Context: an optimization exercise on an open-source flow, tuned for small area. The choices shown serve that exercise and are no tape-out recipe.
Function was checked by simulation only, so behaviour that the tests miss may differ from the original.
The clock port is modelled as an ideal driver; clocking choices that lean on that would not hold on a real chip.
Power figures rest on the tool's default switching activity, not on a simulated workload.

==> flow/design.v <==
`timescale 1ns / 1ps
module key_filter (
    input  wire clk,
    input  wire rst_n,
    input  wire key_in,
    output wire key_pulse
);
    localparam [8:0] TERM      = 9'b110010110;
    localparam [8:0] TERM_MASK = 9'b101111011;
    reg key_sync_1, key_sync_2, key_state;
    reg [8:0] cnt;
    reg key_prev;
    wire differ = key_sync_2 ^ key_state;
    wire term   = (cnt & TERM_MASK) == (TERM & TERM_MASK);
    always @(posedge clk or negedge rst_n) begin
        if (!rst_n) begin
            key_sync_1 <= 1'b0;
            key_sync_2 <= 1'b0;
            key_state  <= 1'b0;
        end else begin
            key_sync_1 <= key_in;
            key_sync_2 <= key_sync_1;
            if (term) key_state <= key_sync_2;
        end
    end
    always @(posedge clk) begin
        cnt      <= (!differ || term) ? 9'd0 : {~cnt[7:0], cnt[6] ^ cnt[8]};
        key_prev <= key_state;
    end
    assign key_pulse = key_state & ~key_prev;
endmodule
`timescale 1ns / 1ps
module segment_driver (
    input  wire       clk,
    input  wire       rst_n,
    output reg  [2:0] scan_idx
);
    localparam [4:0] TERM      = 5'b11000;
    localparam [4:0] TERM_MASK = 5'b10011;
    reg [4:0] scan_cnt;
    wire scan_tick = (scan_cnt & TERM_MASK) == (TERM & TERM_MASK);
    always @(posedge clk or negedge rst_n) begin
        if (!rst_n) begin
            scan_cnt <= 5'd0;
            scan_idx <= 3'd0;
        end else begin
            scan_cnt <= scan_tick ? 5'd0 : {~scan_cnt[3:0], scan_cnt[1] ^ scan_cnt[4]};
            if (scan_tick) scan_idx <= scan_idx + 3'd1;
        end
    end
endmodule
`timescale 1ns / 1ps
module password_lock_top (
    input  wire clk,
    input  wire rst_n,
    input  wire [3:0] sw,
    input  wire btnc,
    input  wire btnu,
    input  wire btnl,
    input  wire btnr,
    output wire [7:0] an,
    output reg  [6:0] seg,
    output wire [4:0] led
);
    wire p_enter, p_confirm, p_back, p_admin;
    key_filter kf_enter (.clk(clk), .rst_n(rst_n), .key_in(btnc), .key_pulse(p_enter));
    key_filter kf_conf  (.clk(clk), .rst_n(rst_n), .key_in(btnu), .key_pulse(p_confirm));
    key_filter kf_back  (.clk(clk), .rst_n(rst_n), .key_in(btnl), .key_pulse(p_back));
    key_filter kf_adm   (.clk(clk), .rst_n(rst_n), .key_in(btnr), .key_pulse(p_admin));
    wire action = p_enter | p_confirm | p_back | p_admin;
    localparam [14:0] HZ_TERM      = 15'b000011111000110;
    localparam [14:0] HZ_TERM_MASK = 15'b101011111111011;
    reg [14:0] hz_cnt;
    wire tick = (hz_cnt & HZ_TERM_MASK) == (HZ_TERM & HZ_TERM_MASK);
    always @(posedge clk)
        hz_cnt <= (action | tick) ? 15'd0 : {~hz_cnt[13:0], hz_cnt[6] ^ hz_cnt[14]};
    localparam S_IDLE  = 3'd0,
               S_INPUT = 3'd1,
               S_OPEN  = 3'd2,
               S_ADMIN = 3'd3,
               S_ALARM = 3'd4,
               S_WEAK  = 3'd5;
    reg [2:0]  state;
    reg [2:0]  next_state;
    reg [23:0] pwd_buffer;
    reg [23:0] saved_pwd;
    reg [1:0]  err_cnt;
    reg [1:0]  sec_tens;
    reg [3:0]  sec_ones;
    wire st_idle  = state == S_IDLE;
    wire st_input = state == S_INPUT;
    wire st_open  = state[1] & ~state[0];
    wire st_admin = state[1] & state[0];
    wire st_alarm = state[2] & ~state[0];
    wire st_weak  = state[2] & state[0];
    reg [2:0] prev_state;
    assign led = {prev_state[2] & prev_state[0], prev_state[1] & prev_state[0],
                  prev_state[2] & ~prev_state[0], prev_state[1] & ~prev_state[0],
                  prev_state == S_INPUT};
    wire prev_idle = prev_state == S_IDLE;
    wire full     = ~(pwd_buffer[23] & pwd_buffer[22]);
    wire nonempty = ~(pwd_buffer[3] & pwd_buffer[2]);
    wire digit_ok = ~(sw[3] & (sw[2] | sw[1]));
    wire match    = pwd_buffer == saved_pwd;
    wire [3:0] bit_all1 = pwd_buffer[23:20] & pwd_buffer[19:16] & pwd_buffer[15:12] &
                          pwd_buffer[11:8] & pwd_buffer[7:4] & pwd_buffer[3:0];
    wire [3:0] bit_any1 = pwd_buffer[23:20] | pwd_buffer[19:16] | pwd_buffer[15:12] |
                          pwd_buffer[11:8] | pwd_buffer[7:4] | pwd_buffer[3:0];
    wire is_weak  = &(bit_all1 | ~bit_any1);
    wire timer_zero = (sec_tens == 2'd0) && (sec_ones == 4'd0);
    wire do_digit   = p_enter & ~full & digit_ok;
    wire do_back    = ~do_digit & p_back & nonempty;
    wire do_confirm = ~do_digit & ~do_back & p_confirm & full;
    wire edit     = st_input | st_admin;
    wire shift_in = edit & do_digit;
    wire shift_out = edit & do_back;
    wire wrong    = st_input & do_confirm & ~match;
    wire clear    = st_idle | st_alarm | (st_weak & p_confirm) | wrong;
    wire load30   = st_input & do_confirm & match;
    wire load15   = (st_idle & p_enter) | (st_input & (do_digit | do_back)) | wrong;
    always @(*) begin
        next_state = state;
        if (st_idle) begin
            if (p_enter) next_state = S_INPUT;
            else if (p_admin) next_state = S_ADMIN;
        end
        if (st_input) begin
            if (timer_zero) next_state = S_IDLE;
            else if (p_confirm) begin
                if (match && full) next_state = S_OPEN;
                else if (err_cnt == 2'd2) next_state = S_ALARM;
            end
            else if (p_admin) next_state = S_ADMIN;
        end
        if (st_open) begin
            if (timer_zero || p_confirm) next_state = S_IDLE;
        end
        if (st_alarm) begin
            if (p_admin) next_state = S_IDLE;
        end
        if (st_admin) begin
            if (p_confirm && full) next_state = is_weak ? S_WEAK : S_IDLE;
        end
        if (st_weak) begin
            if (p_confirm) next_state = S_ADMIN;
        end
    end
    always @(posedge clk or negedge rst_n) begin
        if (!rst_n) begin
            state      <= S_IDLE;
            prev_state <= S_IDLE;
            err_cnt   <= 2'd0;
            saved_pwd <= 24'h123456;
        end else begin
            state      <= next_state;
            prev_state <= state;
            if (load30 || (st_alarm && p_admin)) err_cnt <= 2'd0;
            else if (wrong) err_cnt <= err_cnt + 2'd1;
            if (st_admin && do_confirm && !is_weak) saved_pwd <= pwd_buffer;
        end
    end
    always @(posedge clk) begin
        if (clear) pwd_buffer <= 24'hFFFFFF;
        else if (shift_in) pwd_buffer <= {pwd_buffer[19:0], sw};
        else if (shift_out) pwd_buffer <= {4'hF, pwd_buffer[23:4]};
        if (load30) begin
            sec_tens <= 2'd3;
            sec_ones <= 4'd0;
        end else if (load15) begin
            sec_tens <= 2'd1;
            sec_ones <= 4'd5;
        end else if (tick && !timer_zero) begin
            if (sec_ones == 4'd0) begin
                sec_ones <= 4'd9;
                sec_tens <= sec_tens - 2'd1;
            end else begin
                sec_ones <= sec_ones - 4'd1;
            end
        end
    end
    wire [2:0] scan_idx;
    segment_driver seg_inst (.clk(clk), .rst_n(rst_n), .scan_idx(scan_idx));
    wire show_timer = st_input | st_open;
    wire blank = prev_idle & ~(scan_idx[2] & scan_idx[1]);
    reg [3:0] digit;
    always @(*) begin
        case (scan_idx)
            3'd0: digit = pwd_buffer[3:0];
            3'd1: digit = pwd_buffer[7:4];
            3'd2: digit = pwd_buffer[11:8];
            3'd3: digit = pwd_buffer[15:12];
            3'd4: digit = pwd_buffer[19:16];
            3'd5: digit = pwd_buffer[23:20];
            3'd6: digit = show_timer ? sec_ones : 4'hF;
            default: digit = show_timer ? {2'b00, sec_tens} : 4'hF;
        endcase
    end
    wire [3:0] bcd = digit | {4{blank}};
    always @(*) begin
        case (bcd)
            4'h0: seg = 7'b0000001;
            4'h1: seg = 7'b1001111;
            4'h2: seg = 7'b0010010;
            4'h3: seg = 7'b0000110;
            4'h4: seg = 7'b1001100;
            4'h5: seg = 7'b0100100;
            4'h6: seg = 7'b0100000;
            4'h7: seg = 7'b0001111;
            4'h8: seg = 7'b0000000;
            4'h9: seg = 7'b0000100;
            default: seg = 7'b1111111;
        endcase
    end
    assign an = ~(8'b0000_0001 << scan_idx);
endmodule
==> flow/flow/run.sh <==
#!/bin/bash
# Standard ORFS layout with an area-recovery pass: after floorplan and after
# placement every combinational cell is swapped for the smallest cell of the
# same function (the port buffers included); the flow's own repair steps
# then size up what timing, slew or capacitance needs. Registers are left as
# synthesis made them. The clock tree is built of clkbuf_4 without dummy
# loads; leaf buffers whose flip-flops would see too slow a clock edge are
# then swapped for clkbuf_8.
set -euo pipefail
RES="$PWD/orfs/results/$FLOW_PLATFORM/password_lock_top/base"
bash standard.sh synth floorplan > std_1_synth_floorplan.log 2>&1
ODB="$RES/2_floorplan.odb" openroad -no_init -exit flow/downsize.tcl > downsize_2_floorplan.log 2>&1
bash standard.sh place > std_2_place.log 2>&1
ODB="$RES/3_place.odb" openroad -no_init -exit flow/downsize.tcl > downsize_3_place.log 2>&1
bash standard.sh cts "CTS_ARGS=-sink_clustering_enable -repair_clock_nets -dont_use_dummy_load -buf_list sky130_fd_sc_hd__clkbuf_4" > std_3_cts.log 2>&1
ODB="$RES/4_cts.odb" SDC="$RES/4_cts.sdc" LIB="$FLOW_HOME/platforms/$FLOW_PLATFORM/lib/sky130_fd_sc_hd__tt_025C_1v80.lib" \
  openroad -no_init -exit flow/cts_fix.tcl > cts_fix_4_cts.log 2>&1
bash standard.sh finish > std_4_finish.log 2>&1
==> flow/flow/cts_fix.tcl <==
# After CTS: swap each clkbuf_4 of the clock tree whose flip-flop clock pins
# would see a slew over $LIMIT (placement parasitics) for a clkbuf_8, then
# legalise the placement. Reads and rewrites the database named by $ODB.
set limit 0.115
read_db $::env(ODB)
read_liberty $::env(LIB)
read_sdc $::env(SDC)
source $::env(FLOW_HOME)/platforms/$::env(FLOW_PLATFORM)/setRC.tcl
set_propagated_clock [all_clocks]
estimate_parasitics -placement
set db [ord::get_db]
set big [$db findMaster sky130_fd_sc_hd__clkbuf_8]
set swaps {}
foreach cell [get_cells clkbuf_*] {
  if {[get_property $cell ref_name] ne "sky130_fd_sc_hd__clkbuf_4"} { continue }
  set net [get_nets -of_objects [get_pins -of_objects $cell -filter "direction == output"]]
  set worst 0
  foreach p [get_pins -of_objects $net -filter "direction == input"] {
    set s [get_property $p slew_max]
    if {$s > $worst} { set worst $s }
  }
  puts "[get_full_name $cell] worst load slew $worst"
  if {$worst > $limit} { lappend swaps [get_full_name $cell] }
}
set block [ord::get_db_block]
foreach name $swaps {
  set inst [$block findInst $name]
  puts "upsize $name: [$inst swapMaster $big]"
}
if {[llength $swaps] > 0} {
  detailed_placement
  check_placement -verbose
}
write_db $::env(ODB)
==> flow/flow/downsize.tcl <==
# Swap each combinational cell for the smallest library cell of the same
# function and pins. Reads and rewrites the database named by $ODB.
read_db $::env(ODB)
set db [ord::get_db]
set block [ord::get_db_block]
array set masters {}
foreach lib [$db getLibs] {
  foreach m [$lib getMasters] { set masters([$m getName]) $m }
}
set pre sky130_fd_sc_hd__
# families that are the same function as another, smaller family
array set alias {bufinv inv clkinv inv clkinvlp inv clkbuf buf clkdlybuf4s50 buf}
set saved 0.0
set n 0
foreach inst [$block getInsts] {
  set m [$inst getMaster]
  set name [$m getName]
  if {![regexp "^${pre}(.+)_(\\d+)\$" $name -> base size]} { continue }
  if {[regexp {^(df|sdf|edf|dl|tap|fill|decap|conb|diode|lpflow|probe)} $base]} { continue }
  set fam $base
  if {[info exists alias($base)]} { set fam $alias($base) }
  set best $m
  foreach cand [array names masters "${pre}${fam}_*"] {
    if {![regexp "^${pre}${fam}_\\d+\$" $cand]} { continue }
    set c $masters($cand)
    if {[$c getWidth] < [$best getWidth]} { set best $c }
  }
  if {$best ne $m} {
    set dw [expr {([$m getWidth] - [$best getWidth]) * [$m getHeight] / 1e6}]
    if {[$inst swapMaster $best]} {
      set saved [expr {$saved + $dw}]
      incr n
      puts "swap [$inst getName] $name -> [$best getName]"
    } else {
      puts "could not swap [$inst getName] $name -> [$best getName]"
    }
  }
}
puts "swapped $n cells, saved [format %.2f $saved] um2"
write_db $::env(ODB)
==> flow/standard.sh <==
#!/bin/bash
# synth_recipe.tcl (not shown) runs the flow's synth.tcl, then flattens the netlist and writes it again
# the make line also repeats each setting of config.mk as NAME=value (left out here)
make -C /OpenROAD-flow-scripts/flow DESIGN_CONFIG=/design/flow/config.mk WORK_HOME=/design/flow/orfs CLKGATE_MAP_FILE= SYNTH_SCRIPT=/design/flow/synth_recipe.tcl "${@:-finish}"
==> flow/config.mk <==
export PLATFORM = sky130hd
export DESIGN_NAME = password_lock_top
export DESIGN_NICKNAME = password_lock_top
export VERILOG_FILES = /design/flow/design.v
export SDC_FILE = /design/flow/constraint.sdc
export NUM_CORES = 4
export LEC_CHECK = 0
export CAP_MARGIN = 20
export CORE_MARGIN = 2
export CORE_UTILIZATION = 40
export SLEW_MARGIN = 20
==> flow/constraint.sdc <==
create_clock -name core_clock -period 10.0 [get_ports {clk}]
set_input_delay 2.0000 -clock core_clock [delete_from_list [all_inputs] [get_ports {clk}]]
set_output_delay 2.0000 -clock core_clock [all_outputs]
set_load 0.01 [all_outputs]
==> out/results.txt, run 1 <==
Final Non-Filler Cells: 788
Post-CTS Resized: 0
PwrDens: 301 mW/mm^2
worst hold path depth: 0
Fillers: 1,432
max-cap violations: 0
final worst path period share: 0.566
most frequent cells in the layout: dfxtp_1, nor2_1, nand2_1
DR vias/cell: 5.48
core region area: 0.0145 mm^2
DIE AREA: 0.0159 mm^2
FP Rows: 44
clock insertion delay at the later pin of the skew report: 0.42 ns
CTS root buf: clkbuf_4
Post-DP HPWL: 8.42 mm
slowest CP cell: dfrtp_1
DP Worst Slack: 4.60 ns
placed cells: 769
crit end category: output port
final net count: 630
Setup CP Type: register to output port
min-delay worst type: register to register
DRC violations left: 0
Total GRT Usage: 0.162
vias in the first global route: 4,054
antenna violations before repair: 0
CTS H-tree depth: 4
Max Clk Rate: 177 MHz
setup TNS: 0 ns
sequential fraction of the synthesis area: 0.507
Layout area overhead: 4.76%
CTS max path bufs: 2
number of enable flip-flop cells after synthesis: 0
DRT Pass-1 Iters: 5
TritonCTS buffer count: 17
met3 WL post-DR: 783 um
global placement routability congestion: 0.883
Worst-path clk slew: 0.09 ns
area of the multi-input gates: 0.00262 mm^2
Fin. Hold Viols: 0
Routed Antenna Nets: 0
DRC marker count from the first detailed-route iteration: 351
critical path, cell by cell: inv_1 -> ha_1 -> a32oi_1 -> o211ai_1 -> a2111oi_0 -> buf_1 -> inv_1 -> ha_1 -> a2111oi_0 -> a21oi_1 -> buf_1
Yosys warnings: 3
share of cells above drive strength 1: 0.0745
synthesis-stage register bit count: 137
PortBufs: 29
Worst-Margin Slew: 0.902 ns
ys flop type: dfxtp_1
leakage power: 2.56 nW
ys async rst share: 0.380
WL met2: 5.40 mm
Worst EP arrival: 3.66 ns
Reg area: 0.00301 mm^2
Post-Synthesis Cells: 595
count of cell types in the netlist: 61
maximum vdd drop: 0.000125 V
Overflow after GRT: 0
commonest non-fill, non-tap cell in the layout: dfxtp_1
endpoints failing setup: 0
clock sinks: 137
Mapped Area: 0.00595 mm^2
CTS hold repair buffers: 0
CP Launch Type: register
R2R cell count: 6
Critical Path RT: 8.00 ns
met1 wire length: 5.84 mm
Mapped Nets: 619
status: timing/DRC/antenna clean
Die Ht: 126 um
Detailed Route WL: 12.2 mm
Slew Limit Headroom: 0.399
largest net degree at the start of global routing: 53
RSZ-0062 raised after global routing: no
first-pass GRT wire length: 20.6 mm
ant diodes: 0
Setup Fix Bufs, Post-CTS: 0
Initial Util: 0.409
Chip Width: 126 um
via count: 4,315
routed wire length per instance: 15.5 um
max layer used: met4
critical-path maximum fanout: 17
io pins: 30
final worst setup slack: 4.34 ns
fin crit period: 5.66 ns
slowest stage delay, CP: 0.70 ns
clk_skew: 0.0337 ns
TritonCTS clock tree: yes
synthesized area per cell: 9.99 um^2
max-slew violations: 0
==> state kept, by name, summed over array words and instances, names as in the netlist, 2 cells and up <==
register and cells:
pwd_buffer 24, saved_pwd 24, hz_cnt 15, kf_adm.cnt 9, kf_back.cnt 9, kf_conf.cnt 9
kf_enter.cnt 9, seg_inst.scan_cnt 5, sec_ones 4, prev_state 3, seg_inst.scan_idx 3, state 3
err_cnt 2, sec_tens 2
==> cells in the mapped netlist, types with 14 or more instances <==
cell type	n	share of area
a21oi_1	18	0.015
clkbuf_1	22	0.014
dfrtp_1	43	0.18
dfxtp_1	85	0.29
ha_1	14	0.029
inv_1	16	0.010
mux2_1	20	0.038
nand2_1	51	0.032
nand3_1	27	0.023
nor2_1	73	0.046
o221ai_1	18	0.027
xnor2_1	15	0.022
xor2_1	20	0.029
==> cell families (layout without fill, tap and decap cells) <==
| logic type | after synthesis | after routing | share of synthesized area |
|---|---|---|---|
| compound gates | 100 | 100 | 0.126 |
| xor+xnor | 35 | 35 | 0.0516 |
| flops | 137 | 137 | 0.507 |
| simple gates | 219 | 219 | 0.181 |
| fa+ha+maj | 14 | 14 | 0.0295 |
| buf+inv | 58 | 67 | 0.0448 |
| mux | 32 | 32 | 0.0604 |
==> report_power, final <==
part / internal [mW] / switching (mW) / total, mW
registers: 0.764 / 0.217 / 0.981
clock network: 0.0958 / 0.163 / 0.259
logic: 0.281 / 0.355 / 0.636
==> cell type report <==
| cell class | instances | share of cell area |
|---|---|---|
| flip-flops and latches | 137 | 0.484 |
| clock buffers | 17 | 0.0245 |
| well taps | 184 | 0.0370 |
| multi-input cells | 400 | 0.420 |
| repair buffers | 34 | 0.0249 |
| inverters | 16 | 0.00964 |
==> path summary, 6_finish.rpt <==
path	start	endpoint	slack (ns)
min in group asynchronous	rst_n	saved_pwd[9]	1.59
worst max-delay path	seg_inst.scan_idx[2]	seg[0]	4.34
worst min-delay path	kf_conf.key_sync_1	kf_conf.key_sync_2	0.35
max in group asynchronous	rst_n	saved_pwd[12]	7.88
worst min register to register	kf_conf.key_sync_1	kf_conf.key_sync_2	0.35
worst max register to register	pwd_buffer[12]	pwd_buffer[3]	6.92
==> worst max-delay path, delay by kind of cell (launching register included) <==
family	cells	cell delay, ns
adder cells (fa/ha/maj)	2	0.57
buffers and inverters	4	0.76
AO/OA/AOI/OAI	5	1.21
flip-flops	1	0.70
==> per-layer routing <==
layer | global-route usage | vias up
met4 | 0.0614 | 0
met2 | 0.244 | 130
met3 | 0.0416 | 14
met5 | 0 | -
met1 | 0.226 | 2042
li1 | - | 2129
==> per-stage QoR <==
stage	hold slack, ns	total power, mW	util	area, um^2
after floorplan	0.331	1.48	-	5950
after global placement	0.334	1.64	0.428	6220
after detailed placement	0.335	1.67	0.428	6220
after CTS	0.357	1.87	0.424	6160
after global routing	0.361	2.03	0.429	6230
final	0.351	1.88	0.429	6230
==> run 2: changes to the inputs <==
--- a/flow/flow/run.sh
+++ b/flow/flow/run.sh
@@ -1,5 +1,7 @@
 #!/bin/bash
-# Standard ORFS layout with an area-recovery pass: after floorplan and after
+# Standard ORFS layout with area recovery. The combinational logic of the
+# standard synthesis netlist is re-mapped for area by ABC (flow/reopt.tcl),
+# the flip-flops kept as they are. Then, after floorplan and after
 # placement every combinational cell is swapped for the smallest cell of the
 # same function (the port buffers included); the flow's own repair steps
 # then size up what timing, slew or capacitance needs. Registers are left as
@@ -8,7 +10,13 @@
 # then swapped for clkbuf_8.
 set -euo pipefail
 RES="$PWD/orfs/results/$FLOW_PLATFORM/password_lock_top/base"
-bash standard.sh synth floorplan > std_1_synth_floorplan.log 2>&1
+bash standard.sh synth > std_1_synth.log 2>&1
+cp "$RES/1_2_yosys.v" std_synth_netlist.v
+IN=std_synth_netlist.v OUT=reopt_netlist.v DEEPSYN_T=60 \
+  LIB="$FLOW_HOME/platforms/$FLOW_PLATFORM/lib/sky130_fd_sc_hd__tt_025C_1v80.lib" \
+  yosys -c flow/reopt.tcl > reopt.log 2>&1
+cp reopt_netlist.v "$RES/1_2_yosys.v"
+bash standard.sh floorplan > std_1_floorplan.log 2>&1
 ODB="$RES/2_floorplan.odb" openroad -no_init -exit flow/downsize.tcl > downsize_2_floorplan.log 2>&1
 bash standard.sh place > std_2_place.log 2>&1
 ODB="$RES/3_place.odb" openroad -no_init -exit flow/downsize.tcl > downsize_3_place.log 2>&1
==> flow/flow/reopt.tcl (new file) <==
# Re-map the combinational logic of the standard synthesis netlist for area.
# The flip-flops stay exactly as synthesis made them (same instances, names
# and cell types): they are kept as boxes, so ABC only sees the logic between
# them. Reads $IN, writes $OUT (yosys -c).
yosys -import
set lib $::env(LIB)
read_liberty -wb -ignore_miss_func -ignore_miss_dir $lib
read_verilog $::env(IN)
hierarchy -check -top $::env(FLOW_TOP)
setattr -mod -set keep_hierarchy 1 =sky130_fd_sc_hd__df*
flatten -wb
# names of the flattened cells' inner wires are not kept
yosys rename -hide w:*.*
opt -full
# the platform's don't-use cells (lpflow and probe cells)
set du {}
set fh [open $lib r]
foreach {- c} [regexp -all -inline {cell\s*\(\s*"?(sky130_fd_sc_hd__(?:lpflow|probe)\w*)} [read $fh]] {
  lappend du -dont_use $c
}
close $fh
abc -liberty $lib {*}$du -script "+strash;&get,-n;&deepsyn,-T,$::env(DEEPSYN_T);&put;&get,-n;&dch,-f;&nf,-R,1000;&put"
opt_clean -purge
splitnets
opt_clean -purge
hilomap -singleton -hicell sky130_fd_sc_hd__conb_1 HI -locell sky130_fd_sc_hd__conb_1 LO
insbuf -buf sky130_fd_sc_hd__buf_1 A X
# left out here: hide names made inside functions
tee -o reopt_stat.log stat -liberty $lib
check
delete =sky130_fd_sc_hd__*
write_verilog -noattr -nohex -nodec $::env(OUT)
==> run 2 against run 1 <==
  * Combinational power down 39%
  * Utilization up 1.8 points
  * Routed wire length down 3.5%
  * Clock-buffer cell count did not move
  * Still clean on timing, DRC and antenna
  * Global-route usage up 1.4 points
  * Power down 21%
==> out/results.txt, run 2 <==
NetSw: 0.524 mW
Clock power frac: 0.171
final net count: 605
CTS max path bufs: 2
share of cells above drive strength 1: 0.0506
leakage power: 2.28 nW
Mapped Nets: 552
hold slack: 0.358 ns
DRC marker count from the first detailed-route iteration: 311
TritonCTS buffer count: 17
combinational share of power: 0.264
global placement routability congestion: 0.862
clk_skew: 0.0333 ns
max layer used: met4
RSZ-0062 raised after global routing: no
PortBufs: 29
setup TNS: 0 ns
fin util: 0.447
Worst EP arrival: 3.40 ns
sw frac: 0.355
max-cap violations: 0
synthesized area per cell: 9.79 um^2
Critical Path RT: 8.00 ns
Post-Synthesis Cells: 542
final worst setup slack: 4.60 ns
Layout area overhead: 10.2%
Chip Width: 119 um
crit end category: output port
fin crit period: 5.40 ns
Yosys warnings: 3
met3 WL post-DR: 696 um
antenna violations before repair: 0
clock sinks: 137
Detailed Route WL: 11.8 mm
most frequent cells in the layout: nor2_1, dfxtp_1, dfrtp_1
Setup Fix Bufs, Post-CTS: 0
min-delay worst type: register to register
maximum vdd drop: 0.0000873 V
Overflow after GRT: 0
via count: 4,115
PwrDens: 253 mW/mm^2
max-slew violations: 0
DRT Pass-1 Iters: 5
Routed Antenna Nets: 0
final worst path period share: 0.540
Die Ht: 119 um
Setup CP Type: register to output port
largest net degree at the start of global routing: 53
Max Clk Rate: 185 MHz
Seq pwr share: 0.564
Mapped Area: 0.00531 mm^2
registers with the most flip-flops: pwd_buffer: 24 flops, saved_pwd: 24 flops, hz_cnt: 15 flops
io pins: 30
endpoints failing setup: 0
Post-DP HPWL: 8.21 mm
ant diodes: 0
first-pass GRT wire length: 19.4 mm
Worst-Margin Slew: 0.962 ns
Initial Util: 0.405
Fin. Hold Viols: 0
clock insertion delay at the later pin of the skew report: 0.42 ns
Post-CTS Resized: 0
core region area: 0.0131 mm^2
met1 wire length: 5.45 mm
DRC violations left: 0
Slew Limit Headroom: 0.357
DP Worst Slack: 4.72 ns
DR vias/cell: 5.35
WL met2: 5.41 mm
status: timing/DRC/antenna clean
FP Rows: 42
Final Power: 1.48 mW
Worst-path clk slew: 0.09 ns
CP Launch Type: register
CTS root buf: clkbuf_4
CTS hold repair buffers: 0
commonest non-fill, non-tap cell in the layout: nor2_1
CTS H-tree depth: 4
DIE AREA: 0.0142 mm^2
TritonCTS clock tree: yes
routed wire length per instance: 15.3 um
vias in the first global route: 3,928
Total GRT Usage: 0.176
internal power: 0.952 mW
critical-path maximum fanout: 10
## run 2: worst paths after layout
check                                           from  slack, ns                   to  depth (start not counted)
worst max-delay path            seg_inst.scan_idx[1]       4.60               seg[3]                         11
worst min-delay path             kf_enter.key_sync_1       0.36  kf_enter.key_sync_2                          0
worst max register to register        pwd_buffer[22]       6.81        pwd_buffer[5]                          8
worst min register to register   kf_enter.key_sync_1       0.36  kf_enter.key_sync_2                          0
max in group asynchronous                      rst_n       7.83        saved_pwd[13]                          3
min in group asynchronous                      rst_n       1.61           err_cnt[0]                          2
## run 2: worst max-delay path: stages, from the launching register on
cell and delay [ns]:
dfrtp_1 0.48, nand2_1 0.14, nor2_1 0.12, a222oi_1 0.39, nand4_1 0.27, nand2b_1 0.24, a221oi_1 0.48, clkinv_1 0.17
o21ai_0 0.25, nand2_1 0.10, or2_0 0.23, buf_1 0.13
## run 2: final cells by class
cell class | instances | area, um^2
Fill cell | 1274 | 7240
Sequential cell | 137 | 3010
Multi-Input combinational cell | 373 | 2170
Tap cell | 176 | 220
Timing Repair Buffer | 34 | 173
Clock buffer | 17 | 146
Inverter | 32 | 120
## run 2: power groups by stage
stage	sequential [mW]	combinational (mW)	clock (mW)
CTS	0.832	0.392	0.253
detailed placement	0.842	0.410	0
finish	0.833	0.390	0.253
global route	0.855	0.444	0.290
floorplan	0.798	0.300	0
global placement	0.839	0.398	0
## run 2: through the flow
step | cell area (um^2) | std cells
final | 5840 | 769
after detailed placement | 5830 | 750
after floorplan | 5310 | 542
after CTS | 5770 | 767
after global routing | 5840 | 769
after global placement | 5830 | 750
## run 2: routing by layer
layer | vias up | GRT usage
li1 | 2032 | -
met1 | 1951 | 0.234
met2 | 116 | 0.265
met3 | 16 | 0.0445
met4 | 0 | 0.0885
met5 | - | 0
==> run 3: changes to the inputs <==
--- a/flow/design.v
+++ b/flow/design.v
@@ -169,7 +169,7 @@
         end else if (load15) begin
             sec_tens <= 2'd1;
             sec_ones <= 4'd5;
-        end else if (tick && !timer_zero) begin
+        end else if (tick) begin
             if (sec_ones == 4'd0) begin
                 sec_ones <= 4'd9;
                 sec_tens <= sec_tens - 2'd1;
@@ -196,20 +196,12 @@
         endcase
     end
     wire [3:0] bcd = digit | {4{blank}};
+    localparam [15:0] SEG_A = 16'hf012, SEG_B = 16'he060, SEG_C = 16'ha804,
+                      SEG_D = 16'hf892, SEG_E = 16'hbaba, SEG_F = 16'h888e,
+                      SEG_G = 16'h8083;
     always @(*) begin
-        case (bcd)
-            4'h0: seg = 7'b0000001;
-            4'h1: seg = 7'b1001111;
-            4'h2: seg = 7'b0010010;
-            4'h3: seg = 7'b0000110;
-            4'h4: seg = 7'b1001100;
-            4'h5: seg = 7'b0100100;
-            4'h6: seg = 7'b0100000;
-            4'h7: seg = 7'b0001111;
-            4'h8: seg = 7'b0000000;
-            4'h9: seg = 7'b0000100;
-            default: seg = 7'b1111111;
-        endcase
+        seg = {SEG_A[bcd], SEG_B[bcd], SEG_C[bcd], SEG_D[bcd],
+               SEG_E[bcd], SEG_F[bcd], SEG_G[bcd]};
     end
     assign an = ~(8'b0000_0001 << scan_idx);
 endmodule
==> run 3 against run 2 <==
  * Highest routed layer unchanged
  * Hold slack got worse by 0.00051 ns
  * Non-clock buffer count is 2 lower
  * First-iteration DRC count down 21%
  * Combinational power down 35%
  * Final cell count grew 1.3%
  * Global-route usage is 0.35 points lower
  * Critical path depth grew 4
  * Clock-buffer cell count unchanged
  * Sequential power fell by 8.2%
  * Utilization decreased by 0.37 points
==> out/results.txt, run 3 <==
maximum vdd drop: 0.000166 V
Post-Synthesis Cells: 554
registers with the most flip-flops: pwd_buffer: 24 flops, saved_pwd: 24 flops, hz_cnt: 15 flops
core region area: 0.0131 mm^2
Slew Limit Headroom: 0.412
Worst-path clk slew: 0.10 ns
Hold Crit Start: kf_enter.key_sync_1
Mapped Area: 0.00529 mm^2
critical-path maximum fanout: 14
CP Launch Type: register
TritonCTS clock tree: yes
setup TNS: 0 ns
clock sinks: 137
via count: 4,078
Yosys warnings: 3
Worst EP arrival: 3.20 ns
status: timing/DRC/antenna clean
Fin. Hold Viols: 0
FP Rows: 42
min-delay worst type: register to register
first-pass GRT wire length: 19.4 mm
CTS hold repair buffers: 0
Detailed Route WL: 11.4 mm
internal power: 0.875 mW
Setup CP Type: register to output port
commonest non-fill, non-tap cell in the layout: nor2_1
Clock power frac: 0.198
Worst-Margin Slew: 0.882 ns
DIE AREA: 0.0142 mm^2
PwrDens: 219 mW/mm^2
antenna violations before repair: 0
sw frac: 0.311
fin util: 0.443
Post-CTS Resized: 0
global placement routability congestion: 0.844
TritonCTS buffer count: 17
Total GRT Usage: 0.172
CTS root buf: clkbuf_4
DRC violations left: 0
Critical Path RT: 8.00 ns
Seq pwr share: 0.602
ant diodes: 0
most frequent cells in the layout: nor2_1, dfxtp_1, dfrtp_1
Initial Util: 0.404
DRT Pass-1 Iters: 5
CTS H-tree depth: 4
Mapped Nets: 564
Die Ht: 119 um
share of cells above drive strength 1: 0.0481
Routed Antenna Nets: 0
leakage power: 2.26 nW
routed wire length per instance: 14.6 um
max-cap violations: 0
final net count: 615
clock insertion delay at the later pin of the skew report: 0.41 ns
largest net degree at the start of global routing: 53
PortBufs: 29
clk_skew: 0.0398 ns
DR vias/cell: 5.23
RSZ-0062 raised after global routing: no
vias in the first global route: 3,918
synthesized area per cell: 9.54 um^2
Setup Fix Bufs, Post-CTS: 0
RR Startpoint: pwd_buffer[7]
DRC marker count from the first detailed-route iteration: 246
endpoints failing setup: 0
crit end category: output port
Overflow after GRT: 0
fin crit period: 5.20 ns
NetSw: 0.395 mW
max-slew violations: 0
CTS max path bufs: 2
Post-DP HPWL: 8.15 mm
Layout area overhead: 9.61%
combinational share of power: 0.200
crit path from: state[0]
final worst path period share: 0.520
io pins: 30
Chip Width: 119 um
Max Clk Rate: 192 MHz
[run 3: per-layer routing]
layer	GRT usage	up-vias	routed length, um
met5	0	-	0
met4	0.0685	0	184
met3	0.0532	17	610
met2	0.261	103	5100
met1	0.230	1907	5470
li1	-	2051	-
[run 3: power by group through the flow]
stage	Clock, mW	Sequential [mW]	Combinational [mW]
floorplan	0	0.751	0.199
CTS	0.250	0.766	0.256
global placement	0	0.773	0.255
finish	0.251	0.765	0.254
detailed placement	0	0.777	0.264
global route	0.287	0.783	0.295
[run 3: metrics by stage]
step	std cells	setup slack (ns)	hold WS, ns	power [mW]	area [um^2]
after detailed placement	761	4.90	0.336	1.04	5810
after CTS	778	4.65	0.359	1.27	5750
final	779	4.80	0.358	1.27	5800
after floorplan	554	5.57	0.331	0.950	5290
after global routing	779	4.46	0.363	1.36	5800
after global placement	761	5.00	0.335	1.03	5810
[run 3: layout make-up]
class                           count  area, um^2
Fill cell                        1314        7290
Sequential cell                   137        3010
Multi-Input combinational cell    383        2150
Tap cell                          176         220
Clock buffer                       17         146
Timing Repair Buffer               32         141
Inverter                           34         128
[run 3: critical path: stages, from the launching register on]
cell and delay (ns):
dfrtp_1 0.58, o21ai_0 0.14, o21ai_0 0.13, nor2_1 0.08
a21oi_1 0.42, nand4b_1 0.27, or2_0 0.19, clkinv_1 0.07
nor2_1 0.16, nor2_1 0.09, nand2_1 0.08, o21ai_0 0.11
a21o_1 0.20, o211ai_1 0.09, nand2_1 0.07, buf_1 0.12
[run 3: final timing paths]
kind,end,slack (ns),depth (start not counted)
worst min register to register,kf_enter.key_sync_2,0.36,0
worst min-delay path,kf_enter.key_sync_2,0.36,0
min in group asynchronous,kf_adm.key_sync_2,1.60,2
max in group asynchronous,saved_pwd[2],7.83,3
worst max-delay path,seg[4],4.80,15
worst max register to register,pwd_buffer[12],6.06,12
==> run 4: changes to the inputs <==
--- a/flow/flow/downsize.tcl
+++ b/flow/flow/downsize.tcl
@@ -19,6 +19,21 @@
   if {[regexp {^(df|sdf|edf|dl|tap|fill|decap|conb|diode|lpflow|probe)} $base]} { continue }
   set fam $base
   if {[info exists alias($base)]} { set fam $alias($base) }
+  # a cell driving many pins keeps (or gets) a drive of 4, so that the
+  # repair steps need no large buffer on its net
+  set fanout 0
+  foreach it [$inst getITerms] {
+    if {[$it isOutputSignal] && [$it getNet] ne "NULL"} {
+      set fanout [expr {[llength [[$it getNet] getITerms]] - 1}]
+    }
+  }
+  if {$fanout > 12 && [info exists masters(${pre}${fam}_4)]} {
+    set c $masters(${pre}${fam}_4)
+    if {$c ne $m} {
+      if {[$inst swapMaster $c]} { puts "fanout $fanout: [$inst getName] $name -> [$c getName]" }
+    }
+    continue
+  }
   set best $m
   foreach cand [array names masters "${pre}${fam}_*"] {
     if {![regexp "^${pre}${fam}_\\d+\$" $cand]} { continue }
--- a/flow/flow/reopt.tcl
+++ b/flow/flow/reopt.tcl
@@ -19,7 +19,7 @@
   lappend du -dont_use $c
 }
 close $fh
-abc -liberty $lib {*}$du -script "+strash;&get,-n;&deepsyn,-T,$::env(DEEPSYN_T);&put;&get,-n;&dch,-f;&nf,-R,1000;&put"
+abc -liberty $lib {*}$du -script "+strash;&get,-n;&deepsyn,-T,$::env(DEEPSYN_T);&put;dch,-f;amap;topo"
 opt_clean -purge
 splitnets
 opt_clean -purge
==> run 4 against run 3 <==
  * Still clean on timing, DRC and antenna
  * Via count grew 8.0%
  * Final cell count grew 4.0%
  * Clock power grew 3%
  * Combinational power grew 11%
  * Power grew 1.3%
  * First-iteration DRC count grew 35%
  * Clock-buffer cell count is the same
  * Fmax shrank 3.1%
  * Sequential power shrank 2%
  * Hold slack lost 0.015 ns
  * Critical path type unchanged
==> out/results.txt, run 4 <==
final worst path period share: 0.537
WP buf/inv: 4
PortBufs: 29
Mapped Area: 0.00526 mm^2
CTS max path bufs: 2
crit-path leading delay family: simple AND/OR/NAND/NOR gates
crit end category: output port
critical-path maximum fanout: 8
Total GRT Usage: 0.191
Detailed Route WL: 12.6 mm
Slew Limit Headroom: 0.362
registers with the most flip-flops: pwd_buffer: 24 flops, saved_pwd: 24 flops, hz_cnt: 15 flops
Mapped Nets: 601
clock insertion delay at the later pin of the skew report: 0.43 ns
Routed Antenna Nets: 0
RR Startpoint: pwd_buffer[11]
core region area: 0.0127 mm^2
slowest stage delay, CP: 0.48 ns
CTS root buf: clkbuf_4
PwrDens: 223 mW/mm^2
setup TNS: 0 ns
DRT Pass-1 Iters: 6
area of the multi-input gates: 0.00198 mm^2
final worst setup slack: 4.63 ns
Post-CTS Resized: 0
Overflow after GRT: 0
via count: 4,404
fin crit period: 5.37 ns
routed wire length per instance: 15.5 um
clock sinks: 137
slowest CP cell: dfrtp_1
worst hold path depth: 0
most frequent cells in the layout: nor2_1, dfxtp_1, clkinv_1
status: timing/DRC/antenna clean
global placement routability congestion: 0.918
TritonCTS buffer count: 17
Setup CP Type: register to output port
leakage power: 2.18 nW
Post-DP HPWL: 8.92 mm
Critical Path RT: 8.00 ns
FP Rows: 41
FF-to-FF End: pwd_buffer[5]
final net count: 650
first-pass GRT wire length: 21.1 mm
setup slack, reg-to-reg: 6.79 ns
CP Launch Type: register
Worst-path clk slew: 0.11 ns
critical path, cell by cell: clkinv_1 -> nand2_1 -> o21ai_0 -> nand2_1 -> o41ai_1 -> nor4_1 -> clkinv_1 -> nor2_1 -> nor2_1 -> nor2_1 -> clkinv_1 -> o22ai_1 -> a21oi_1 -> o32ai_1 -> buf_1
R2R cell count: 11
Hold EP: kf_conf.key_sync_2
max-cap violations: 0
synthesized area per cell: 8.90 um^2
Layout area overhead: 9.71%
Die Ht: 119 um
Max Clk Rate: 186 MHz
Worst-Margin Slew: 0.955 ns
ant diodes: 0
maximum vdd drop: 0.000112 V
commonest non-fill, non-tap cell in the layout: nor2_1
antenna violations before repair: 0
min-delay worst type: register to register
RSZ-0062 raised after global routing: no
Fillers: 1,299
Hold Crit Start: kf_conf.key_sync_1
TritonCTS clock tree: yes
Initial Util: 0.413
Worst EP arrival: 3.37 ns
DP Worst Slack: 4.74 ns
io pins: 30
DRC violations left: 0
Yosys warnings: 3
Reg area: 0.00301 mm^2
Post-Synthesis Cells: 591
clk_skew: 0.0349 ns
largest net degree at the start of global routing: 53
fin util: 0.453
Setup Fix Bufs, Post-CTS: 0
max-slew violations: 0
Fin. Hold Viols: 0
DR vias/cell: 5.44
Chip Width: 119 um
CTS hold repair buffers: 0
DIE AREA: 0.0141 mm^2
share of cells above drive strength 1: 0.0502
vias in the first global route: 4,293
endpoints failing setup: 0
CTS H-tree depth: 4
DRC marker count from the first detailed-route iteration: 331
run 4: worst max-delay path by stage:
stage                              start  endpoint  cells past startpoint
global placement                state[0]    seg[4]                     14
floorplan           seg_inst.scan_idx[1]    seg[4]                     14
global route                    state[0]    seg[4]                     15
CTS                             state[0]    seg[4]                     14
detailed placement              state[0]    seg[4]                     14
finish                          state[0]    seg[4]                     15
run 4: layout make-up:
cell class / instances / share of cell area
well taps: 172 / 0.0373
multi-input cells: 376 / 0.344
repair buffers: 30 / 0.0202
flip-flops and latches: 137 / 0.522
inverters: 78 / 0.0512
clock buffers: 17 / 0.0254
run 4: power by group:
part,internal [mW],switching [mW]
registers,0.682,0.0662
clock network,0.0916,0.166
logic,0.0891,0.192
total,0.863,0.424
run 4: stage by stage:
stage	instances	instance area, um^2	total power, mW	hold slack (ns)
CTS	810	5750	1.28	0.331
finish	810	5770	1.29	0.343
global route	810	5770	1.38	0.365
floorplan	591	5260	0.940	0.331
detailed placement	793	5800	1.05	0.336
global placement	793	5800	1.04	0.334
run 4: metal layers:
| metal | vias up | part of all wire | global-route usage | wire (um) |
|---|---|---|---|---|
| met4 | 0 | 0.025 | 0.0833 | 321 |
| li1 | 2170 | - | - | - |
| met2 | 159 | 0.45 | 0.290 | 5670 |
| met5 | - | 0 | 0 | 0 |
| met1 | 2041 | 0.45 | 0.243 | 5690 |
| met3 | 34 | 0.072 | 0.0724 | 909 |
==> run 5: changes to the inputs <==
--- a/flow/flow/run.sh
+++ b/flow/flow/run.sh
@@ -3,7 +3,8 @@
 # standard synthesis netlist is re-mapped for area by ABC (flow/reopt.tcl),
 # the flip-flops kept as they are. Then, after floorplan and after
 # placement every combinational cell is swapped for the smallest cell of the
-# same function (the port buffers included); the flow's own repair steps
+# same function (the port buffers included), except that a cell driving
+# more than 12 pins gets drive strength 4; the flow's own repair steps
 # then size up what timing, slew or capacitance needs. Registers are left as
 # synthesis made them. The clock tree is built of clkbuf_4 without dummy
 # loads; leaf buffers whose flip-flops would see too slow a clock edge are
--- a/flow/flow/reopt.tcl
+++ b/flow/flow/reopt.tcl
@@ -19,7 +19,7 @@
   lappend du -dont_use $c
 }
 close $fh
-abc -liberty $lib {*}$du -script "+strash;&get,-n;&deepsyn,-T,$::env(DEEPSYN_T);&put;dch,-f;amap;topo"
+abc -liberty $lib {*}$du -script "+strash;&get,-n;&deepsyn,-T,$::env(DEEPSYN_T);&put;dch,-f;amap,-F,20,-A,20;topo"
 opt_clean -purge
 splitnets
 opt_clean -purge
==> run 5 against run 4 <==
  * Still clean
  * Sequential share of layout area grew 0.51 points
  * Clock-buffer cell count is the same
  * Non-clock buffer count is the same
  * Clock skew shrank 0.00095 ns
  * Utilization shrank 0.26 points
  * Synthesized cell count shrank 3.6%
  * Power shrank 1.1%
  * Die area shrank 0.97%
  * Fmax shrank 2.1%
==> out/results.txt, run 5 <==
hold slack: 0.352 ns
Overflow after GRT: 0
Initial Util: 0.411
share of cells above drive strength 1: 0.0519
Worst-Margin Slew: 0.857 ns
PwrDens: 223 mW/mm^2
clock insertion delay at the later pin of the skew report: 0.42 ns
setup slack, reg-to-reg: 5.85 ns
first-pass GRT wire length: 19.9 mm
DRC violations left: 0
antenna violations before repair: 0
commonest non-fill, non-tap cell in the layout: nor2_1
Die Ht: 118 um
routed wire length per instance: 15.1 um
Post-DP HPWL: 8.42 mm
core region area: 0.0127 mm^2
ant diodes: 0
GRT met2 Usage: 0.281
Routed Antenna Nets: 0
Setup CP Type: register to output port
Detailed Route WL: 11.9 mm
CP Launch Type: register
setup TNS: 0 ns
leakage power: 2.18 nW
Worst EP arrival: 3.49 ns
fin util: 0.451
critical-path maximum fanout: 9
largest net degree at the start of global routing: 53
RR Startpoint: pwd_buffer[1]
final worst setup slack: 4.51 ns
DP Worst Slack: 4.63 ns
Worst-path clk slew: 0.09 ns
final instance area: 0.00571 mm^2
NetSw: 0.409 mW
PortBufs: 29
Layout area overhead: 9.73%
Final Power: 1.27 mW
internal power: 0.864 mW
Seq pwr share: 0.589
Post-CTS Resized: 0
Critical Path RT: 8.00 ns
status: timing/DRC/antenna clean
fin crit period: 5.49 ns
RSZ-0062 raised after global routing: no
global placement routability congestion: 0.939
max-cap violations: 0
placed cells: 772
CTS hold repair buffers: 0
DIE AREA: 0.0139 mm^2
met1 usage: 0.232
R2R cell count: 11
crit path from: state[1]
Global Route met3 Usage: 0.0625
combinational share of power: 0.211
Max Clk Rate: 182 MHz
CTS max path bufs: 2
maximum vdd drop: 0.000132 V
io pins: 30
Total GRT Usage: 0.179
CTS H-tree depth: 4
Mapped Area: 0.00521 mm^2
crit end category: output port
endpoints failing setup: 0
crit path capture: seg[4]
Chip Width: 118 um
registers with the most flip-flops: pwd_buffer: 24 flops, saved_pwd: 24 flops, hz_cnt: 15 flops
Fillers: 1,293
Slew Limit Headroom: 0.421
DR vias/cell: 5.39
min-delay worst type: register to register
max-slew violations: 0
most frequent cells in the layout: nor2_1, clkinv_1, dfxtp_1
synthesized area per cell: 9.13 um^2
clk_skew: 0.0340 ns
Final Non-Filler Cells: 789
sw frac: 0.321
Post-Synthesis Cells: 570
clock sinks: 137
final net count: 629
TritonCTS clock tree: yes
FP Rows: 41
Fin. Hold Viols: 0
FF-to-FF End: pwd_buffer[4]
area post-placement: 0.00574 mm^2
via count: 4,251
DRC marker count from the first detailed-route iteration: 359
Setup Fix Bufs, Post-CTS: 0
DRT Pass-1 Iters: 6
CTS root buf: clkbuf_4
Mapped Nets: 580
Yosys warnings: 3
TritonCTS buffer count: 17
Clock power frac: 0.200
final worst path period share: 0.549
busiest layer in global routing: met2
vias in the first global route: 4,039
-- run 5: critical path: stages, from the launching register on --
cell	delay, ns
dfrtp_1	0.48
nor2_1	0.34
o22ai_1	0.16
nand2_1	0.08
o41ai_1	0.15
nor4_1	0.51
clkinv_1	0.18
nor2_1	0.17
nor2_1	0.08
nor2_1	0.13
clkinv_1	0.10
o21ai_0	0.21
a21oi_1	0.09
o32ai_1	0.22
buf_1	0.18
-- run 5: cell type report --
class                           instances  area [um^2]  share of cell area
Tap cell                              172          215              0.0377
Inverter                               86          325              0.0569
Timing Repair Buffer                   30          116              0.0204
Sequential cell                       137         3010               0.528
Clock buffer                           17          146              0.0256
Multi-Input combinational cell        347         1900               0.332
-- run 5: power by group through the flow --
stage,clock [mW],combinational [mW],sequential [mW]
after detailed placement,0,0.280,0.761
final,0.255,0.269,0.750
after floorplan,0,0.192,0.744
after CTS,0.249,0.273,0.750
after global routing,0.287,0.308,0.768
after global placement,0,0.273,0.758
-- run 5: worst min path at each step --
| stage | from | to | slack [ns] | depth (start not counted) |
|---|---|---|---|---|
| floorplan | kf_adm.key_sync_1 | kf_adm.key_sync_2 | 0.33 | 0 |
| global placement | kf_adm.key_sync_1 | kf_adm.key_sync_2 | 0.33 | 0 |
| detailed placement | kf_conf.key_sync_1 | kf_conf.key_sync_2 | 0.34 | 0 |
| CTS | kf_conf.key_sync_1 | kf_conf.key_sync_2 | 0.33 | 0 |
| global route | kf_enter.key_sync_1 | kf_enter.key_sync_2 | 0.37 | 0 |
| finish | kf_enter.key_sync_1 | kf_enter.key_sync_2 | 0.35 | 0 |
-- run 5: metal layers --
| metal | routed length (um) | up-vias |
|---|---|---|
| met5 | 0 | - |
| met4 | 219 | 0 |
| met3 | 693 | 18 |
| met2 | 5550 | 106 |
| met1 | 5470 | 2002 |
| li1 | - | 2125 |
==> run 6: changes to the inputs <==
--- a/flow/flow/run.sh
+++ b/flow/flow/run.sh
@@ -21,7 +21,7 @@
 ODB="$RES/2_floorplan.odb" openroad -no_init -exit flow/downsize.tcl > downsize_2_floorplan.log 2>&1
 bash standard.sh place > std_2_place.log 2>&1
 ODB="$RES/3_place.odb" openroad -no_init -exit flow/downsize.tcl > downsize_3_place.log 2>&1
-bash standard.sh cts "CTS_ARGS=-sink_clustering_enable -repair_clock_nets -dont_use_dummy_load -buf_list sky130_fd_sc_hd__clkbuf_4" > std_3_cts.log 2>&1
+bash standard.sh cts "CTS_ARGS=-sink_clustering_enable -sink_clustering_size 24 -sink_clustering_max_diameter 200 -sink_clustering_levels 1 -repair_clock_nets -dont_use_dummy_load -buf_list sky130_fd_sc_hd__clkbuf_8" > std_3_cts.log 2>&1
 ODB="$RES/4_cts.odb" SDC="$RES/4_cts.sdc" LIB="$FLOW_HOME/platforms/$FLOW_PLATFORM/lib/sky130_fd_sc_hd__tt_025C_1v80.lib" \
   openroad -no_init -exit flow/cts_fix.tcl > cts_fix_4_cts.log 2>&1
 bash standard.sh finish > std_4_finish.log 2>&1
==> run 6 against run 5 <==
  * Sequential share of layout area is 0.80 points lower
  * Worst setup slack better by 0.021 ns
  * Utilization is 0.69 points higher
  * Still clean
  * Die area stayed put
  * Critical endpoint unchanged
  * Synthesized cell count stayed put
  * Register-to-register slack hardly changed
  * Combinational power hardly changed
==> out/results.txt, run 6 <==
status: timing/DRC/antenna clean
hold slack: 0.330 ns
DIE AREA: 0.0139 mm^2
maximum vdd drop: 0.000143 V
Worst EP arrival: 3.47 ns
FP Rows: 41
Final Non-Filler Cells: 789
antenna violations before repair: 0
max-slew violations: 0
Detailed Route WL: 11.9 mm
CP Launch Type: register
Slew Limit Headroom: 0.421
Overflow after GRT: 0
share of cells above drive strength 1: 0.0519
endpoints failing setup: 0
fin crit period: 5.47 ns
PwrDens: 231 mW/mm^2
most frequent cells in the layout: nor2_1, clkinv_1, dfxtp_1
crit end category: output port
DR vias/cell: 5.46
vias in the first global route: 4,051
FF-to-FF End: pwd_buffer[4]
CTS hold repair buffers: 0
registers with the most flip-flops: pwd_buffer: 24 flops, saved_pwd: 24 flops, hz_cnt: 15 flops
crit-path leading delay family: simple AND/OR/NAND/NOR gates
Layout area overhead: 11.4%
Worst-Margin Slew: 0.857 ns
setup TNS: 0 ns
slowest stage delay, CP: 0.50 ns
DP Worst Slack: 4.63 ns
PortBufs: 29
DRT Pass-1 Iters: 7
final worst path period share: 0.547
Post-DP HPWL: 8.42 mm
via count: 4,305
Routed Antenna Nets: 0
clock sinks: 137
max-cap violations: 0
WP buf/inv: 3
slowest CP cell: nor4_1
setup slack, reg-to-reg: 5.86 ns
clock insertion delay at the later pin of the skew report: 0.45 ns
CTS max path bufs: 2
min-delay worst type: register to register
Mapped Area: 0.00521 mm^2
Fin. Hold Viols: 0
Initial Util: 0.411
most numerous cell on the critical path: nor2_1
Critical Path RT: 8.00 ns
Mapped Nets: 580
TritonCTS clock tree: yes
RSZ-0062 raised after global routing: no
final worst setup slack: 4.53 ns
largest net degree at the start of global routing: 53
DRC violations left: 0
final net count: 629
core region area: 0.0127 mm^2
placed cells: 772
io pins: 30
global placement routability congestion: 0.939
CTS H-tree depth: 4
Setup CP Type: register to output port
Yosys warnings: 3
Total GRT Usage: 0.180
DRC marker count from the first detailed-route iteration: 331
Setup Fix Bufs, Post-CTS: 0
commonest non-fill, non-tap cell in the layout: nor2_1
Max Clk Rate: 183 MHz
ant diodes: 0
synthesized area per cell: 9.13 um^2
RR Startpoint: pwd_buffer[1]
R2R cell count: 11
Die Ht: 118 um
critical-path maximum fanout: 9
crit path from: state[1]
routed wire length per instance: 15.1 um
Post-Synthesis Cells: 570
WP depth: 14
critical path, cell by cell: nor2_1 -> o22ai_1 -> nand2_1 -> o41ai_1 -> nor4_1 -> clkinv_1 -> nor2_1 -> nor2_1 -> nor2_1 -> clkinv_1 -> o21ai_0 -> a21oi_1 -> o32ai_1 -> buf_1
clk_skew: 0.0311 ns
leakage power: 2.22 nW
first-pass GRT wire length: 19.9 mm
crit path capture: seg[4]
Worst-path clk slew: 0.08 ns
CTS root buf: clkbuf_8
TritonCTS buffer count: 17
Post-CTS Resized: 0
Chip Width: 118 um
## run 6: where the power goes
part / internal (mW) / switching [mW] / total, mW
combinational: 0.0900 / 0.178 / 0.268
clock: 0.149 / 0.172 / 0.321
sequential: 0.683 / 0.0671 / 0.751
## run 6: how the worst min path moves through the flow
| stage | start | to | slack, ns | cells past startpoint |
|---|---|---|---|---|
| after floorplan | kf_adm.key_sync_1 | kf_adm.key_sync_2 | 0.33 | 0 |
| after global placement | kf_adm.key_sync_1 | kf_adm.key_sync_2 | 0.33 | 0 |
| after detailed placement | kf_conf.key_sync_1 | kf_conf.key_sync_2 | 0.34 | 0 |
| after CTS | kf_conf.key_sync_1 | kf_conf.key_sync_2 | 0.33 | 0 |
| after global routing | kf_conf.key_sync_1 | kf_conf.key_sync_2 | 0.34 | 0 |
| final | kf_conf.key_sync_1 | kf_conf.key_sync_2 | 0.33 | 0 |
## run 6: per-stage QoR
stage	utilization	cell area, um^2	total power, mW
2_1_floorplan	-	5210	0.935
3_3_place_gp	0.453	5740	1.03
3_5_place_dp	0.453	5740	1.04
4_1_cts	0.458	5800	1.35
5_1_grt	0.458	5800	1.43
6_report	0.458	5800	1.34
## run 6: final cells by class
| type | count | area (um^2) |
|---|---|---|
| inverter | 86 | 325 |
| clock buffer | 17 | 234 |
| tap | 172 | 215 |
| multi-input combinational | 347 | 1900 |
| timing repair buffer | 30 | 116 |
| fill | 1281 | 6870 |
| sequential | 137 | 3010 |
## run 6: routing by layer
metal	track usage	up-vias	wire length, um
li1	-	2130	-
met1	0.233	2017	5330
met2	0.280	135	5480
met3	0.0596	23	821
met4	0.0648	0	260
met5	0	-	0
==> run 7: changes to the inputs <==
--- a/flow/flow/run.sh
+++ b/flow/flow/run.sh
@@ -1,6 +1,7 @@
 #!/bin/bash
 # Standard ORFS layout with area recovery. The combinational logic of the
-# standard synthesis netlist is re-mapped for area by ABC (flow/reopt.tcl),
+# standard synthesis netlist is re-mapped for area by ABC (flow/reopt.tcl:
+# deep AIG optimisation, then repeated area mapping),
 # the flip-flops kept as they are. Then, after floorplan and after
 # placement every combinational cell is swapped for the smallest cell of the
 # same function (the port buffers included), except that a cell driving
@@ -21,7 +22,7 @@
 ODB="$RES/2_floorplan.odb" openroad -no_init -exit flow/downsize.tcl > downsize_2_floorplan.log 2>&1
 bash standard.sh place > std_2_place.log 2>&1
 ODB="$RES/3_place.odb" openroad -no_init -exit flow/downsize.tcl > downsize_3_place.log 2>&1
-bash standard.sh cts "CTS_ARGS=-sink_clustering_enable -sink_clustering_size 24 -sink_clustering_max_diameter 200 -sink_clustering_levels 1 -repair_clock_nets -dont_use_dummy_load -buf_list sky130_fd_sc_hd__clkbuf_8" > std_3_cts.log 2>&1
+bash standard.sh cts "CTS_ARGS=-sink_clustering_enable -repair_clock_nets -dont_use_dummy_load -buf_list sky130_fd_sc_hd__clkbuf_4" > std_3_cts.log 2>&1
 ODB="$RES/4_cts.odb" SDC="$RES/4_cts.sdc" LIB="$FLOW_HOME/platforms/$FLOW_PLATFORM/lib/sky130_fd_sc_hd__tt_025C_1v80.lib" \
   openroad -no_init -exit flow/cts_fix.tcl > cts_fix_4_cts.log 2>&1
 bash standard.sh finish > std_4_finish.log 2>&1
--- a/flow/flow/reopt.tcl
+++ b/flow/flow/reopt.tcl
@@ -19,7 +19,9 @@
   lappend du -dont_use $c
 }
 close $fh
-abc -liberty $lib {*}$du -script "+strash;&get,-n;&deepsyn,-T,$::env(DEEPSYN_T);&put;dch,-f;amap,-F,20,-A,20;topo"
+# deep AIG optimisation, then area mapping repeated until it settles
+set remap "strash;dch,-f;amap,-F,20,-A,20;topo"
+abc -liberty $lib {*}$du -script "+strash;&get,-n;&deepsyn,-T,$::env(DEEPSYN_T);&put;dch,-f;amap,-F,20,-A,20;topo;$remap;$remap;$remap;$remap"
 opt_clean -purge
 splitnets
 opt_clean -purge
==> run 7 against run 6 <==
  * Fmax is 0.48% higher
  * Global-route usage is 0.37 points higher
  * Clock-buffer cell count stayed put
  * Utilization is 0.86 points lower
  * Die area is 1.0% lower
  * Worst setup slack better by 0.026 ns
  * Sequential share of layout area is 1.2 points higher
  * Combinational power is 11% lower
  * Sequential power hardly changed
  * Power is 7.3% lower
  * Synthesized cell count is 2.5% lower
  * Non-clock buffer count stayed put
  * Highest routed layer unchanged
==> out/results.txt, run 7 <==
Max Clk Rate: 184 MHz
crit-path leading delay family: simple AND/OR/NAND/NOR gates
TritonCTS clock tree: yes
CP Launch Type: register
Overflow after GRT: 0
Total GRT Usage: 0.184
Mapped Nets: 566
clk_skew: 0.0392 ns
most frequent cells in the layout: nor2_1, dfxtp_1, clkinv_1
TritonCTS buffer count: 17
DIE AREA: 0.0138 mm^2
Worst-path clk slew: 0.10 ns
Post-Synthesis Cells: 556
core region area: 0.0126 mm^2
registers with the most flip-flops: pwd_buffer: 24 flops, saved_pwd: 24 flops, hz_cnt: 15 flops
setup TNS: 0 ns
final worst path period share: 0.544
endpoints failing setup: 0
DRC violations left: 0
Chip Width: 117 um
commonest non-fill, non-tap cell in the layout: nor2_1
Routed Antenna Nets: 0
max-cap violations: 0
max-slew violations: 0
FP Rows: 41
critical-path maximum fanout: 9
Worst EP arrival: 3.44 ns
Slew Limit Headroom: 0.425
routed wire length per instance: 15.9 um
ant diodes: 0
CTS max path bufs: 2
Post-DP HPWL: 8.73 mm
Reg area: 0.00301 mm^2
DRT Pass-1 Iters: 9
leakage power: 2.15 nW
CTS hold repair buffers: 0
Fillers: 1,270
clock insertion delay at the later pin of the skew report: 0.42 ns
DRC marker count from the first detailed-route iteration: 400
critical path, cell by cell: nor2_1 -> o22ai_1 -> nand2_1 -> o41ai_1 -> nor4_1 -> clkinv_1 -> nor2_1 -> nor2_1 -> nor2_1 -> clkinv_1 -> o21ai_0 -> nor2_1 -> o32ai_1 -> buf_1
Mapped Area: 0.00515 mm^2
synthesized area per cell: 9.26 um^2
status: timing/DRC/antenna clean
Setup Fix Bufs, Post-CTS: 0
Initial Util: 0.408
slowest stage delay, CP: 0.49 ns
slowest CP cell: dfrtp_1
RSZ-0062 raised after global routing: no
maximum vdd drop: 0.000177 V
via count: 4,293
DR vias/cell: 5.54
CTS root buf: clkbuf_4
io pins: 30
Layout area overhead: 10.1%
CTS H-tree depth: 4
Yosys warnings: 3
share of cells above drive strength 1: 0.0564
most numerous cell on the critical path: nor2_1
Die Ht: 117 um
Post-CTS Resized: 0
final net count: 615
Critical Path RT: 8.00 ns
WP buf/inv: 3
PwrDens: 219 mW/mm^2
Setup CP Type: register to output port
crit end category: output port
Fin. Hold Viols: 0
Detailed Route WL: 12.3 mm
min-delay worst type: register to register
area post-placement: 0.00569 mm^2
fin crit period: 5.44 ns
first-pass GRT wire length: 20.2 mm
antenna violations before repair: 0
vias in the first global route: 4,045
clock sinks: 137
area of the multi-input gates: 0.00187 mm^2
largest net degree at the start of global routing: 36
PortBufs: 29
final instance area: 0.00567 mm^2
global placement routability congestion: 0.935
Worst-Margin Slew: 0.854 ns
run 7: final timing paths:
kind | from | endpoint | slack (ns) | depth (start not counted)
setup / recovery | state[1] | seg[4] | 4.56 | 14
hold / removal | kf_adm.key_sync_1 | kf_adm.key_sync_2 | 0.35 | 0
max in group asynchronous | rst_n | saved_pwd[20] | 7.76 | 2
setup reg to reg | pwd_buffer[22] | pwd_buffer[9] | 6.18 | 10
min in group asynchronous | rst_n | saved_pwd[16] | 1.46 | 1
hold reg to reg | kf_adm.key_sync_1 | kf_adm.key_sync_2 | 0.35 | 0
run 7: final cells by class:
| type | instances | area share |
|---|---|---|
| flip-flops and latches | 137 | 0.532 |
| multi-input cells | 338 | 0.329 |
| inverters | 81 | 0.0541 |
| well taps | 172 | 0.0380 |
| clock buffers | 17 | 0.0258 |
| repair buffers | 30 | 0.0212 |
run 7: per-stage QoR:
stage	instances	hold slack, ns	power, mW	util	worst slack [ns]
5_1_grt	775	0.366	1.33	0.449	4.15
3_3_place_gp	758	0.337	0.999	0.451	4.82
3_5_place_dp	758	0.336	1.01	0.451	4.60
4_1_cts	775	0.360	1.24	0.448	4.41
2_1_floorplan	556	0.331	0.911	-	5.19
6_report	775	0.350	1.24	0.449	4.56
run 7: layer usage:
layer	GRT usage	share of wire	vias up	routed length (um)
met3	0.0591	0.077	11	948
met2	0.286	0.46	158	5640
met1	0.244	0.45	2015	5580
li1	-	-	2109	-
met4	0.0565	0.0098	0	121
met5	0	0	-	0
run 7: where the power goes:
part / internal (mW) / total, mW / switching [mW]
clock network: 0.0918 / 0.254 / 0.162
registers: 0.678 / 0.748 / 0.0698
logic: 0.0822 / 0.239 / 0.157
total: 0.852 / 1.24 / 0.389

## afterwards: timing with drivers on the ports
How much do the figures lean on ideal ports? The routed layouts below were timed once more, with nothing changed but the port constraints.
Step 1, drivers: a clkbuf_16 drives clk and a buf_2 each remaining input, both assumed.
Step 2, shift: input delay + t, output delay - t, t = (earliest + latest rising clock arrival at the registers) / 2. This alone moves slack from input paths to output paths.
Slacks: ideal ports / drivers / drivers and shift; pairs: ideal ports / drivers.
run | t, ns | setup WS [ns] | hold slack, ns | slew at the worst register clock pin (ns)
run 1 | 0.446 | 4.344 / 4.307 / 4.752 | 0.351 / 0.351 / 0.351 | 0.10 / 0.10
run 2 | 0.441 | 4.603 / 4.566 / 5.007 | 0.358 / 0.358 / 0.358 | 0.11 / 0.11
run 3 | 0.428 | 4.795 / 4.759 / 5.187 | 0.358 / 0.358 / 0.358 | 0.11 / 0.11
run 4 | 0.453 | 4.628 / 4.593 / 5.046 | 0.343 / 0.343 / 0.343 | 0.11 / 0.11
run 5 | 0.438 | 4.511 / 4.479 / 4.917 | 0.352 / 0.352 / 0.352 | 0.11 / 0.11
run 6 | 0.463 | 4.532 / 4.499 / 4.962 | 0.330 / 0.330 / 0.330 | 0.08 / 0.08
run 7 | 0.433 | 4.558 / 4.521 / 4.954 | 0.350 / 0.350 / 0.350 | 0.11 / 0.11
After both steps setup and hold are still met in every run listed.
